Source: an optimization exercise on an open RTL-to-GDS flow (aim: small area and a short achievable clock period). Production flows keep margins and buffers that such runs may drop. In this exercise RTL edits were held to simulation tests only and were not proved equivalent to the original. No driver is modelled on the clock port, so clock power and skew are understated where the tree is cut down; a real chip needs a root buffer or a tree. Power is estimated from default activity; no workload was simulated.

Setup of quartz:
Design fifo, start of the top module:
module fifo(
    input         clk,
    input         rst,         
    input  [7:0]  data_in,
    input         w_en,
    input         r_en,
    output reg [7:0] data_out,
    output reg    full,
    output reg    empty
);
    reg [7:0] mem [0:3][0:7];
    reg [3:0] wb;               
    reg [7:0] wr;               
    reg [3:0] rb;               
    reg [7:0] crow [0:3];       
    reg [3:0] cm;               
    reg [8:0] cq;               
    reg [7:0] cand [0:3];       
    wire wok = w_en & ~full;
    wire rd  = r_en & ~empty;
    wire low = cq[0];
    genvar b, i;
    generate
        for (b = 0; b < 4; b = b + 1) begin : g_bank
            for (i = 0; i < 8; i = i + 1) begin : g_row
                always @(posedge clk)
                    if (wok & wb[b] & wr[i])
                        mem[b][i] <= data_in;
            end
            reg [7:0] sel;
            integer k;
            always @* begin
                sel = 8'b0;
                for (k = 0; k < 8; k = k + 1)
                    sel = sel | ({8{crow[b][k]}} & mem[b][k]);
            end
            always @(posedge clk)
                cand[b] <= (w_en & wb[b] & low) ? data_in : sel;
            always @(posedge clk)
                if (!rst)
                    crow[b] <= 8'b1;
                else if (rd & rb[b])
  ...
Size: roughly 900 cells after synthesis, about 360 flip-flops.
Settings: LEC_CHECK=0, CAP_MARGIN=20, CORE_MARGIN=2, CORE_UTILIZATION=40, SETUP_SLACK_MARGIN=1.1, SLEW_MARGIN=20, TNS_END_PERCENT=5; clock period 2.4 ns.
standard.sh (not shown) runs the stock make flow with config.mk's settings and CLKGATE_MAP_FILE= SYNTH_SCRIPT=/design/flow/synth_recipe.tcl, a recipe that flattens the netlist after the stock synthesis.
==> flow/flow/run.sh <==
#!/bin/bash
set -euo pipefail
bash standard.sh finish PRE_CTS_TCL="$PWD/flow/my_cts.tcl" \
  BUFFER_PORTS_ARGS="-buffer_cell sky130_fd_sc_hd__buf_4" \
  MATCH_CELL_FOOTPRINT=0 > standard.log 2>&1
==> flow/flow/my_cts_params.tcl <==
set ::my_cts_k 24
set ::my_cts_r 4
set ::my_cts_leaf sky130_fd_sc_hd__clkbuf_16
set ::my_cts_root sky130_fd_sc_hd__clkbuf_16
Other scripts of this flow, unchanged in this note and not shown: flow/flow/my_cts.tcl
For tundra, these inputs were changed with respect to quartz:
- TNS_END_PERCENT now 20, was 5
- SETUP_SLACK_MARGIN now 1.0, was 1.1
==> flow/flow/my_cts_params.tcl <==
set ::my_cts_k 16
set ::my_cts_r 4
set ::my_cts_leaf sky130_fd_sc_hd__clkbuf_16
set ::my_cts_root sky130_fd_sc_hd__clkbuf_16
Results
Cmp tundra vs quartz: utilization lower in tundra
Looking at time the final worst path needs with I/O delays and setup across both flows, tundra is the weaker of the two, with quartz ahead.
Between tundra and quartz, worst-skew pair later-pin latency is higher for quartz, tundra comes in under that.
Against quartz, routed wire length in tundra fell by a few percent.
[compare] base=quartz new=tundra: cell area went down by about 2.4%, net count of the finished layout down 17, fmax fell by about 3.6%, first-pass GRT wire length went down by about 5%.
Lower critical path depth goes to quartz over tundra.
[inputs] garnet vs tundra
- a change of SETUP_SLACK_MARGIN from 1.0 to 1.1
- a change of TNS_END_PERCENT from 20 to 5
Notes after the runs:
tundra and garnet ended up with roughly the same internal power summed over all cells. garnet against tundra; number of global-route vias before repair is up by a few percent. Diff garnet..tundra | number of hold buffers added after CTS | unchanged. garnet falls short of tundra in power consumption. Diff tundra -> garnet | largest net degree at the start of global routing | down by a few percent. Critical path depth in cells: tundra and garnet compared, lower one is garnet. garnet vs tundra on period utilization: garnet is the lower one. For the power per cell area, garnet came in about 1.1% lower than tundra did.
No run of this note takes its clock network from TritonCTS; it comes from the design's own scripts or RTL.

========
Setup of run A:
Another version of the RTL of fifo (not shown whole).
Size: about 890 cells after synthesis, roughly 380 flip-flops, about 22 I/O pins.
// fifo
module fifo(
    input         clk,
    input         rst,         
    input  [7:0]  data_in,
    input         w_en,
    input         r_en,
    output reg [7:0] data_out,
    output reg    full,
    output reg    empty
);
==> flow/config.mk <==
export PLATFORM = sky130hd
export DESIGN_NAME = fifo
export DESIGN_NICKNAME = fifo
export VERILOG_FILES = /design/flow/design.v
export SDC_FILE = /design/flow/constraint.sdc
export NUM_CORES = 4
export LEC_CHECK = 0
export CAP_MARGIN = 20
export CORE_MARGIN = 2
export CORE_UTILIZATION = 65
export PLACE_DENSITY = 0.75
export SETUP_SLACK_MARGIN = 1.15
export SLEW_MARGIN = 20
export TNS_END_PERCENT = 100
==> flow/constraint.sdc <==
create_clock -name core_clock -period 2.4 [get_ports {clk}]
set_input_delay 0.4800 -clock core_clock [delete_from_list [all_inputs] [get_ports {clk}]]
set_output_delay 0.4800 -clock core_clock [all_outputs]
set_load 0.01 [all_outputs]
==> flow/flow/my_cts_params.tcl <==
set ::my_cts_k 16
set ::my_cts_r 4
set ::my_cts_leaf sky130_fd_sc_hd__clkbuf_16
set ::my_cts_root sky130_fd_sc_hd__clkbuf_16
set ::my_cts_cap 1.1
set ::my_cts_ff4 7
set ::my_cts_ff2 4
Scripts as last shown in full above: flow/flow/run.sh
Other scripts of this flow, unchanged in this note and not shown: flow/flow/my_cts.tcl
The final layout from run A, which completed every stage, passed the timing, DRC and antenna checks at the end of the flow.
For run B, these inputs were changed with respect to run A:
diff --git a/flow/flow/my_cts_params.tcl b/flow/flow/my_cts_params.tcl
--- a/flow/flow/my_cts_params.tcl
+++ b/flow/flow/my_cts_params.tcl
@@ -1 +1 @@
-set ::my_cts_k 16
+set ::my_cts_k 24
diff --git a/flow/config.mk b/flow/config.mk
--- a/flow/config.mk
+++ b/flow/config.mk
@@ -10,3 +10,2 @@
-export CORE_UTILIZATION = 65
-export PLACE_DENSITY = 0.75
-export SETUP_SLACK_MARGIN = 1.15
+export CORE_UTILIZATION = 55
+export SETUP_SLACK_MARGIN = 1.2
@@ -14 +13 @@
-export TNS_END_PERCENT = 100
+export TNS_END_PERCENT = 5
[summary]
| hold slack | run B vs run A | ≈ equal |
When run B is measured against run A, its post-route minimum period turns out 0.017 ns lower.
In the flow results for run B and run A, the count of non-filler cells in the finished layout is larger on run B.
Routed metal-1 wirelength: run B vs run A up about 13%
Lower synthesis-to-layout area growth among run B and run A: run A
Taking run A as the reference, in run B latest clock arrival within the worst-skew pair flat, per-cell routed wire length moved down, number of core rows rose by about 8%.
The inputs of run C differ from those of run B as listed below.
diff --git a/flow/flow/my_cts_params.tcl b/flow/flow/my_cts_params.tcl
--- a/flow/flow/my_cts_params.tcl
+++ b/flow/flow/my_cts_params.tcl
@@ -1 +1 @@
-set ::my_cts_k 24
+set ::my_cts_k 16
diff --git a/flow/config.mk b/flow/config.mk
--- a/flow/config.mk
+++ b/flow/config.mk
@@ -10,2 +10,2 @@
-export CORE_UTILIZATION = 55
-export SETUP_SLACK_MARGIN = 1.2
+export CORE_UTILIZATION = 65
+export SETUP_SLACK_MARGIN = 1.15
@@ -13 +13 @@
-export TNS_END_PERCENT = 5
+export TNS_END_PERCENT = 100
### Flow results
Combinational fraction of design power, run C and run B, lower one = run B. Taking run B as the reference, in run C routed via count has increased, area growth from synthesis to final layout has decreased. Looking at aggregate global-route resource usage, run C sits 4.7 points higher than run B does. Run C finished all stages; the layout is clean. In the flow results for run C and run B, the number of instances in the placed design is smaller on run C. Looking at run C and run B, the clock network latency to the later pin of the worst-skew pair is a wash. Compared with run B, run C shows wire length of the first global-routing pass that has gone up slightly. Re max-capacitance violation count: no difference whatsoever between run B and run C.
Changes in run D relative to run C:
diff --git a/flow/config.mk b/flow/config.mk
--- a/flow/config.mk
+++ b/flow/config.mk
@@ -10,2 +10,2 @@
-export CORE_UTILIZATION = 65
-export SETUP_SLACK_MARGIN = 1.15
+export CORE_UTILIZATION = 55
+export SETUP_SLACK_MARGIN = 1.2
@@ -13 +13 @@
-export TNS_END_PERCENT = 100
+export TNS_END_PERCENT = 5
--- outcome ---
- Cmp run D and run C / combinational power / higher: run C
- Summary: worst setup slack, run D worse than run C
- Run D -> run C: netlist area before placement delta 0, exact match
- Re global-route wire length before repair: run D and run C aren't equal, and the higher value belongs to run C.
- Measured against each other, run D and run C differ in die area, the higher figure coming from run D.
- Sort run D and run C by relative slew slack, ascending, and run D comes first.
- Re hold slack: run D is 0.015 ns up on run C.
- Cell area after placement: run D vs run C — no meaningful difference
- Met2 track utilization from global routing: higher on run C
No run of this note takes its clock network from TritonCTS; it comes from the design's own scripts or RTL.

========
run P:
Another version of the RTL of fifo (not shown whole).
Size: ~890 cells after synthesis, ~22 I/O pins.
export LEC_CHECK = 0
export CAP_MARGIN = 20
export CORE_MARGIN = 2
export CORE_UTILIZATION = 55
export SETUP_SLACK_MARGIN = 1.1
export SLEW_MARGIN = 20
export TNS_END_PERCENT = 5
create_clock -name core_clock -period 2.4 [get_ports {clk}]
==> flow/flow/run.sh <==
#!/bin/bash
set -euo pipefail
bash standard.sh finish PRE_CTS_TCL="$PWD/flow/my_cts.tcl" \
  POST_CTS_TCL="$PWD/flow/post_cts.tcl" \
  BUFFER_PORTS_ARGS="-buffer_cell sky130_fd_sc_hd__buf_4" \
  MATCH_CELL_FOOTPRINT=0 > standard.log 2>&1
==> flow/flow/post_cts.tcl <==
# A second setup repair after the standard post-CTS one, over all endpoints.
estimate_parasitics -placement
repair_timing -setup -setup_margin 1.2 -repair_tns 100 -verbose
detailed_placement
check_placement -verbose
Other scripts of this flow, unchanged in this note and not shown: flow/flow/my_cts.tcl, flow/flow/my_cts_params.tcl
Run P was carried through to the last stage, and its layout satisfied the timing, DRC and antenna checks.
For run K, these inputs were changed with respect to run P:
==> flow/flow/run.sh <==
#!/bin/bash
set -euo pipefail
bash standard.sh finish PRE_CTS_TCL="$PWD/flow/my_cts.tcl" \
  BUFFER_PORTS_ARGS="-buffer_cell sky130_fd_sc_hd__buf_4" \
  MATCH_CELL_FOOTPRINT=0 > standard.log 2>&1
removed: flow/flow/post_cts.tcl
==> comparison <==
- Sort run K and run P by worst setup slack, ascending, and run K comes first.
- Run K vs. run P: net total in the final layout shows a reduction of 0.34%; final cell utilization of the core went down 0.58 points; detail-routed net length per standard cell went down.
- Sort run K and run P by final critical delay including setup and external delays, descending, and run K comes first.
- Run K gives less tightest hold margin than run P did.
- Total area of sequential cells of run K is on par with run P.
In every run of this note, the design's own scripts or RTL, not TritonCTS, make the clock network.

========
The RTL this note starts from:
==> flow/design.v <==
module fifo(
    input         clk,
    input         rst,         
    input  [7:0]  data_in,
    input         w_en,
    input         r_en,
    output reg [7:0] data_out,
    output reg    full,
    output reg    empty
);
    reg [7:0] mem [0:3][0:7];
    reg [3:0] wb;               
    reg [3:0] wbok;             
    reg [7:0] wr;               
    reg [3:0] rb;               
    reg [3:0] rbok;             
    reg [7:0] crow [0:3];       
    reg [3:0] cm;               
    reg [8:0] cq;               
    reg [7:0] cand [0:3];       
    reg [7:0] wd;               
    reg       byp;              
    reg       nfull, nempty;    
    reg       up_q, dn_q;       
    wire wok = w_en & nfull;
    wire rd  = r_en & nempty;
    genvar b, i;
    generate
        for (b = 0; b < 4; b = b + 1) begin : g_bank
            for (i = 0; i < 8; i = i + 1) begin : g_row
                always @(posedge clk)
                    if (w_en & wbok[b] & wr[i])
                        mem[b][i] <= data_in;
            end
            reg [7:0] sel;
            integer k;
            always @* begin
                sel = 8'b0;
                for (k = 0; k < 8; k = k + 1)
                    sel = sel | ({8{crow[b][k]}} & mem[b][k]);
            end
            always @(posedge clk)
                cand[b] <= sel;
            always @(posedge clk)
                if (!rst)
                    crow[b] <= 8'b1;
                else if (r_en & rbok[b])
                    crow[b] <= {crow[b][6:0], crow[b][7]};
        end
    endgenerate
    wire [3:0] hs = rb & {4{~byp}};
    wire [7:0] head = ({8{hs[0]}} & cand[0]) | ({8{hs[1]}} & cand[1])
                    | ({8{hs[2]}} & cand[2]) | ({8{hs[3]}} & cand[3])
                    | ({8{byp}} & wd);
    wire inc = w_en & (r_en ? ~nempty : nfull);
    wire dec = r_en & (w_en ? ~nfull : nempty);
    wire       one_n   = cq[0] & cm[1];
    wire       n31_n   = cq[7] & cm[3];
    wire       empty_n = ~w_en & (~nempty | (r_en & one_n));
    wire       full_n  = ~r_en & (~nfull | (w_en & n31_n));
    wire [3:0] wb_n    = wok ? {wb[2:0], wb[3]} : wb;
    wire [3:0] rb_n    = rd ? {rb[2:0], rb[3]} : rb;
    wire [3:0] cm_n    = inc ? {cm[2:0], cm[3]} : (dec ? {cm[0], cm[3:1]} : cm);
    wire       up      = w_en & ~r_en & up_q;
    wire       dn      = r_en & (w_en ? ~nfull : dn_q);
    always @(posedge clk) begin
        wd  <= data_in;
        byp <= wok & (~nempty | (r_en & one_n));
    end
    always @(posedge clk) begin
        if (!rst) begin
            wb       <= 4'b1;
            wbok     <= 4'b1;
            wr       <= 8'b1;
            rb       <= 4'b1;
            rbok     <= 4'b0;
            cm       <= 4'b1;
            cq       <= 9'b1;
            up_q     <= 1'b0;
            dn_q     <= 1'b0;
            empty    <= 1'b1;
            full     <= 1'b0;
            nempty   <= 1'b0;
            nfull    <= 1'b1;
            data_out <= 8'b0;
        end else begin
            wb     <= wb_n;
            wbok   <= full_n ? 4'b0 : wb_n;
            if (w_en & wbok[3])
                wr <= {wr[6:0], wr[7]};
            rb     <= rb_n;
            rbok   <= empty_n ? 4'b0 : rb_n;
            if (rd)
                data_out <= head;
            cm     <= cm_n;
            if (up)
                cq <= {cq[7:0], 1'b0};
            else if (dn)
                cq <= {1'b0, cq[8:1]};
            up_q   <= cm_n[3] & ~full_n;
            dn_q   <= cm_n[0] & ~empty_n;
            empty  <= empty_n;
            full   <= full_n;
            nempty <= ~empty_n;
            nfull  <= ~full_n;
        end
    end
endmodule
Settings: LEC_CHECK=0, CAP_MARGIN=20, CORE_MARGIN=2, CORE_UTILIZATION=45, SETUP_SLACK_MARGIN=1.15, SLEW_MARGIN=20, TNS_END_PERCENT=5; clock period 2.4 ns.
==> flow/flow/run.sh <==
#!/bin/bash
set -euo pipefail
bash standard.sh finish PRE_CTS_TCL="$PWD/flow/my_cts.tcl" \
  BUFFER_PORTS_ARGS="-buffer_cell sky130_fd_sc_hd__buf_4" \
  MATCH_CELL_FOOTPRINT=0 > standard.log 2>&1
==> flow/flow/my_cts.tcl <==
# Replaces clock_tree_synthesis with a two-level tree: K leaf buffers, each
# driving one cluster of clock sinks (k-means on sink locations), fed by up to
# R root buffers (k-means on the leaf locations), which the clock port feeds.
# Every sink sees the same two buffer stages.
rename clock_tree_synthesis orig_clock_tree_synthesis
source [file join [file dirname [info script]] my_cts_params.tcl]

proc my_kmeans {pts k iters} {
  # pts: list of {x y}; returns list of cluster index per point
  set n [llength $pts]
  set sorted [lsort -real -index 0 $pts]
  set cents {}
  for {set i 0} {$i < $k} {incr i} {
    lappend cents [lindex $sorted [expr {int(($i + 0.5) * $n / $k)}]]
  }
  set asg {}
  for {set it 0} {$it < $iters} {incr it} {
    set asg {}
    foreach p $pts {
      set best 0; set bd 1e30; set ci 0
      foreach c $cents {
        set dx [expr {[lindex $p 0] - [lindex $c 0]}]
        set dy [expr {[lindex $p 1] - [lindex $c 1]}]
        set d [expr {$dx * $dx + $dy * $dy}]
        if {$d < $bd} { set bd $d; set best $ci }
        incr ci
      }
      lappend asg $best
    }
    # balance: cap cluster size, move overflow points to nearest non-full cluster
    set newc {}
    for {set c 0} {$c < $k} {incr c} { set sx($c) 0.0; set sy($c) 0.0; set sn($c) 0 }
    foreach p $pts a $asg {
      set sx($a) [expr {$sx($a) + [lindex $p 0]}]
      set sy($a) [expr {$sy($a) + [lindex $p 1]}]
      incr sn($a)
    }
    for {set c 0} {$c < $k} {incr c} {
      if {$sn($c) > 0} {
        lappend newc [list [expr {$sx($c) / $sn($c)}] [expr {$sy($c) / $sn($c)}]]
      } else {
        lappend newc [lindex $cents $c]
      }
    }
    set cents $newc
  }
  return [list $asg $cents]
}

# Reassign points so that no cluster holds more than cap * N / K points:
# points with the most to lose pick first, each taking its nearest cluster
# with room. Returns the assignment and the new cluster centres.
proc my_balance {pts cents capf} {
  set n [llength $pts]
  set k [llength $cents]
  set cap [expr {int(ceil($capf * $n / $k))}]
  set order {}
  set i 0
  foreach p $pts {
    set ds {}
    set ci 0
    foreach c $cents {
      set dx [expr {[lindex $p 0] - [lindex $c 0]}]
      set dy [expr {[lindex $p 1] - [lindex $c 1]}]
      lappend ds [list $ci [expr {sqrt($dx * $dx + $dy * $dy)}]]
      incr ci
    }
    set ds [lsort -real -index 1 $ds]
    set dist($i) $ds
    lappend order [list $i [expr {[lindex $ds 1 1] - [lindex $ds 0 1]}]]
    incr i
  }
  for {set c 0} {$c < $k} {incr c} { set used($c) 0; set sx($c) 0.0; set sy($c) 0.0 }
  foreach o [lsort -real -decreasing -index 1 $order] {
    set i [lindex $o 0]
    foreach d $dist($i) {
      set c [lindex $d 0]
      if {$used($c) < $cap} { set a($i) $c; incr used($c); break }
    }
  }
  set asg {}
  for {set i 0} {$i < $n} {incr i} {
    lappend asg $a($i)
    set p [lindex $pts $i]
    set sx($a($i)) [expr {$sx($a($i)) + [lindex $p 0]}]
    set sy($a($i)) [expr {$sy($a($i)) + [lindex $p 1]}]
  }
  set newc {}
  for {set c 0} {$c < $k} {incr c} {
    if {$used($c) > 0} {
      lappend newc [list [expr {$sx($c) / $used($c)}] [expr {$sy($c) / $used($c)}]]
    } else {
      lappend newc [lindex $cents $c]
    }
  }
  return [list $asg $newc]
}

# Registers that drive an output port (through its port buffer) get the
# strongest drive of their cell type.
proc my_upsize_port_flops {} {
  set block [ord::get_db_block]
  foreach bt [$block getBTerms] {
    if {[$bt getIoType] ne "OUTPUT"} { continue }
    set net [$bt getNet]
    foreach it [$net getITerms] {
      if {![$it isOutputSignal]} { continue }
      set buf [$it getInst]
      foreach bit [$buf getITerms] {
        if {![$bit isInputSignal]} { continue }
        set inet [$bit getNet]
        if {$inet eq "NULL"} { continue }
        foreach dit [$inet getITerms] {
          if {![$dit isOutputSignal]} { continue }
          set ff [$dit getInst]
          set m [[$ff getMaster] getName]
          if {[regexp {^(sky130_fd_sc_hd__dfxtp)_[0-9]+$} $m -> base]} {
            puts "my_cts: [$ff getName] $m -> ${base}_4"
            replace_cell [$ff getName] ${base}_4
          }
        }
      }
    }
  }
}

# Plain registers whose output feeds many pins get a stronger drive.
proc my_upsize_fanout_flops {} {
  set block [ord::get_db_block]
  foreach inst [$block getInsts] {
    set m [[$inst getMaster] getName]
    if {![regexp {^sky130_fd_sc_hd__dfxtp_1$} $m]} { continue }
    set q [$inst findITerm Q]
    set net [$q getNet]
    if {$net eq "NULL"} { continue }
    set n [expr {[llength [$net getITerms]] - 1}]
    if {$n >= $::my_cts_ff4} {
      replace_cell [$inst getName] sky130_fd_sc_hd__dfxtp_4
    } elseif {$n >= $::my_cts_ff2} {
      replace_cell [$inst getName] sky130_fd_sc_hd__dfxtp_2
    }
  }
}

proc clock_tree_synthesis {args} {
  global my_cts_k my_cts_leaf my_cts_root
  set k $my_cts_k
  set leafm $my_cts_leaf
  set rootm $my_cts_root
  my_upsize_port_flops
  my_upsize_fanout_flops
  set db [ord::get_db]
  set block [ord::get_db_block]
  set clknet [$block findNet clk]
  set sinks {}
  set pts {}
  foreach it [$clknet getITerms] {
    set inst [$it getInst]
    set loc [$inst getLocation]
    set bb [$inst getBBox]
    lappend sinks $it
    lappend pts [list [expr {([$bb xMin] + [$bb xMax]) / 2.0}] [expr {([$bb yMin] + [$bb yMax]) / 2.0}]]
  }
  puts "my_cts: [llength $sinks] sinks, $k leaves"
  lassign [my_kmeans $pts $k 30] asg cents
  lassign [my_balance $pts $cents $::my_cts_cap] asg cents
  set lm [$db findMaster $leafm]
  set rm [$db findMaster $rootm]
  # group the leaves under R root buffers, each fed by the clock port
  set r $::my_cts_r
  lassign [my_kmeans $cents $r 30] rasg rcents
  for {set q 0} {$q < $r} {incr q} {
    if {[lsearch -exact $rasg $q] < 0} { continue }
    set rootnet($q) [odb::dbNet_create $block clknet_root_$q]
    $rootnet($q) setSigType CLOCK
    set root [odb::dbInst_create $block $rm clkbuf_root_$q]
    set rc [lindex $rcents $q]
    $root setLocation [expr {int([lindex $rc 0])}] [expr {int([lindex $rc 1])}]
    $root setPlacementStatus PLACED
    [$root findITerm A] connect $clknet
    [$root findITerm X] connect $rootnet($q)
  }
  for {set c 0} {$c < $k} {incr c} {
    set n [odb::dbNet_create $block clknet_leaf_$c]
    $n setSigType CLOCK
    set b [odb::dbInst_create $block $lm clkbuf_leaf_$c]
    set cc [lindex $cents $c]
    $b setLocation [expr {int([lindex $cc 0])}] [expr {int([lindex $cc 1])}]
    $b setPlacementStatus PLACED
    [$b findITerm A] connect $rootnet([lindex $rasg $c])
    [$b findITerm X] connect $n
    set leafnet($c) $n
    set cnt($c) 0
  }
  foreach it $sinks a $asg {
    $it disconnect
    $it connect $leafnet($a)
    incr cnt($a)
  }
  set_propagated_clock [all_clocks]
  for {set c 0} {$c < $k} {incr c} { puts "my_cts: leaf $c at [lindex $cents $c]: $cnt($c) sinks" }
  return ""
}
==> flow/flow/my_cts_params.tcl <==
set ::my_cts_k 16
set ::my_cts_r 4
set ::my_cts_leaf sky130_fd_sc_hd__clkbuf_16
set ::my_cts_root sky130_fd_sc_hd__clkbuf_16
set ::my_cts_cap 1.1
set ::my_cts_ff4 7
set ::my_cts_ff2 4
Next try:
==> flow/flow/run.sh (replaced) <==
#!/bin/bash
set -euo pipefail
bash standard.sh finish PRE_CTS_TCL="$PWD/flow/my_cts.tcl" \
  BUFFER_PORTS_ARGS="-buffer_cell sky130_fd_sc_hd__buf_6" \
  MATCH_CELL_FOOTPRINT=0 > standard.log 2>&1
--- a/flow/flow/my_cts.tcl
+++ b/flow/flow/my_cts.tcl
@@ -98,5 +98,5 @@
 
 # Registers that drive an output port (through its port buffer) get the
-# strongest drive of their cell type.
+# drive strength ::my_cts_portff (default 4).
 proc my_upsize_port_flops {} {
   set block [ord::get_db_block]
@@ -116,6 +116,7 @@
           set m [[$ff getMaster] getName]
           if {[regexp {^(sky130_fd_sc_hd__dfxtp)_[0-9]+$} $m -> base]} {
-            puts "my_cts: [$ff getName] $m -> ${base}_4"
-            replace_cell [$ff getName] ${base}_4
+            set size [expr {[info exists ::my_cts_portff] ? $::my_cts_portff : 4}]
+            puts "my_cts: [$ff getName] $m -> ${base}_$size"
+            replace_cell [$ff getName] ${base}_$size
           }
         }
--- a/flow/flow/my_cts_params.tcl
+++ b/flow/flow/my_cts_params.tcl
@@ -6,2 +6,3 @@
 set ::my_cts_ff4 7
 set ::my_cts_ff2 4
+set ::my_cts_portff 2
--- a/flow/config.mk
+++ b/flow/config.mk
@@ -8,6 +8,6 @@
 export CAP_MARGIN = 20
 export CORE_MARGIN = 2
-export CORE_UTILIZATION = 45
+export CORE_UTILIZATION = 65
 export SETUP_SLACK_MARGIN = 1.15
 export SLEW_MARGIN = 20
-export TNS_END_PERCENT = 5
+export TNS_END_PERCENT = 100
- total power shrinks slightly
- synthesized cell count is unchanged
- via count rises by a few percent
- final cell count came out lower by roughly a tenth
- flip-flop and latch count is unchanged
- clock skew went down by 0.017 ns
Next try:
==> flow/flow/run.sh (replaced) <==
#!/bin/bash
set -euo pipefail
bash standard.sh finish PRE_CTS_TCL="$PWD/flow/my_cts.tcl" \
  BUFFER_PORTS_ARGS="-buffer_cell sky130_fd_sc_hd__buf_4" \
  MATCH_CELL_FOOTPRINT=0 > standard.log 2>&1
--- a/flow/flow/my_cts.tcl
+++ b/flow/flow/my_cts.tcl
@@ -98,5 +98,5 @@
 
 # Registers that drive an output port (through its port buffer) get the
-# drive strength ::my_cts_portff (default 4).
+# strongest drive of their cell type.
 proc my_upsize_port_flops {} {
   set block [ord::get_db_block]
@@ -116,7 +116,6 @@
           set m [[$ff getMaster] getName]
           if {[regexp {^(sky130_fd_sc_hd__dfxtp)_[0-9]+$} $m -> base]} {
-            set size [expr {[info exists ::my_cts_portff] ? $::my_cts_portff : 4}]
-            puts "my_cts: [$ff getName] $m -> ${base}_$size"
-            replace_cell [$ff getName] ${base}_$size
+            puts "my_cts: [$ff getName] $m -> ${base}_4"
+            replace_cell [$ff getName] ${base}_4
           }
         }
==> flow/flow/my_cts_params.tcl (replaced) <==
set ::my_cts_k 16
set ::my_cts_r 4
set ::my_cts_leaf sky130_fd_sc_hd__clkbuf_16
set ::my_cts_root sky130_fd_sc_hd__clkbuf_16
set ::my_cts_cap 1.0
set ::my_cts_ff4 7
set ::my_cts_ff2 4
Final area came out lower by 0.32%.
Critical path depth shrinks by 4.
Maximum frequency hardly moves.
Final cell count falls by 0.52%.
Utilization fell by 0.23 points.
No run of this note takes its clock network from TritonCTS; it comes from the design's own scripts or RTL.

-- afterwards: timing with drivers on the ports --
No port has a modelled driver above. Below, the same layouts with a new extraction and two added sets of constraints. Step 1 assumes that a clkbuf_16 drives the clock port and a buf_2 every other input. Step 2 also shifts input and output timing later by t, the mid clock arrival at the registers, as if the neighbouring blocks saw the same clock. Three values: ideal, step 1, step 2; two values: the first two.
run	shift t [ns]	setup slack, ns	hold WS [ns]
quartz	0.442	0.990 / 0.937 / 0.636	0.447 / 0.358 / 0.499
tundra	0.416	0.938 / 0.865 / 0.590	0.423 / 0.349 / 0.488
garnet	0.416	0.997 / 0.921 / 0.675	0.460 / 0.377 / 0.500
run A	0.415	1.080 / 0.978 / 0.817	0.460 / 0.388 / 0.460
run B	0.432	1.097 / 0.988 / 0.769	0.460 / 0.382 / 0.460
run C	0.425	1.144 / 1.045 / 0.764	0.444 / 0.377 / 0.476
run D	0.431	1.078 / 0.975 / 0.759	0.459 / 0.419 / 0.459
run P	0.423	1.089 / 0.982 / 0.717	0.492 / 0.425 / 0.492
run K	0.423	1.085 / 0.979 / 0.753	0.487 / 0.422 / 0.487
the first run of note 4	0.419	1.098 / 0.993 / 0.776	0.483 / 0.415 / 0.483
the second run of note 4	0.396	1.115 / 1.050 / 0.789	0.414 / 0.367 / 0.489
the third run of note 4	0.416	1.113 / 1.014 / 0.789	0.465 / 0.395 / 0.479
After both steps setup and hold are still met in every run listed. For run C, which loses most, drivers alone change the setup slack by -0.099 ns; drivers and shift together by -0.380 ns.
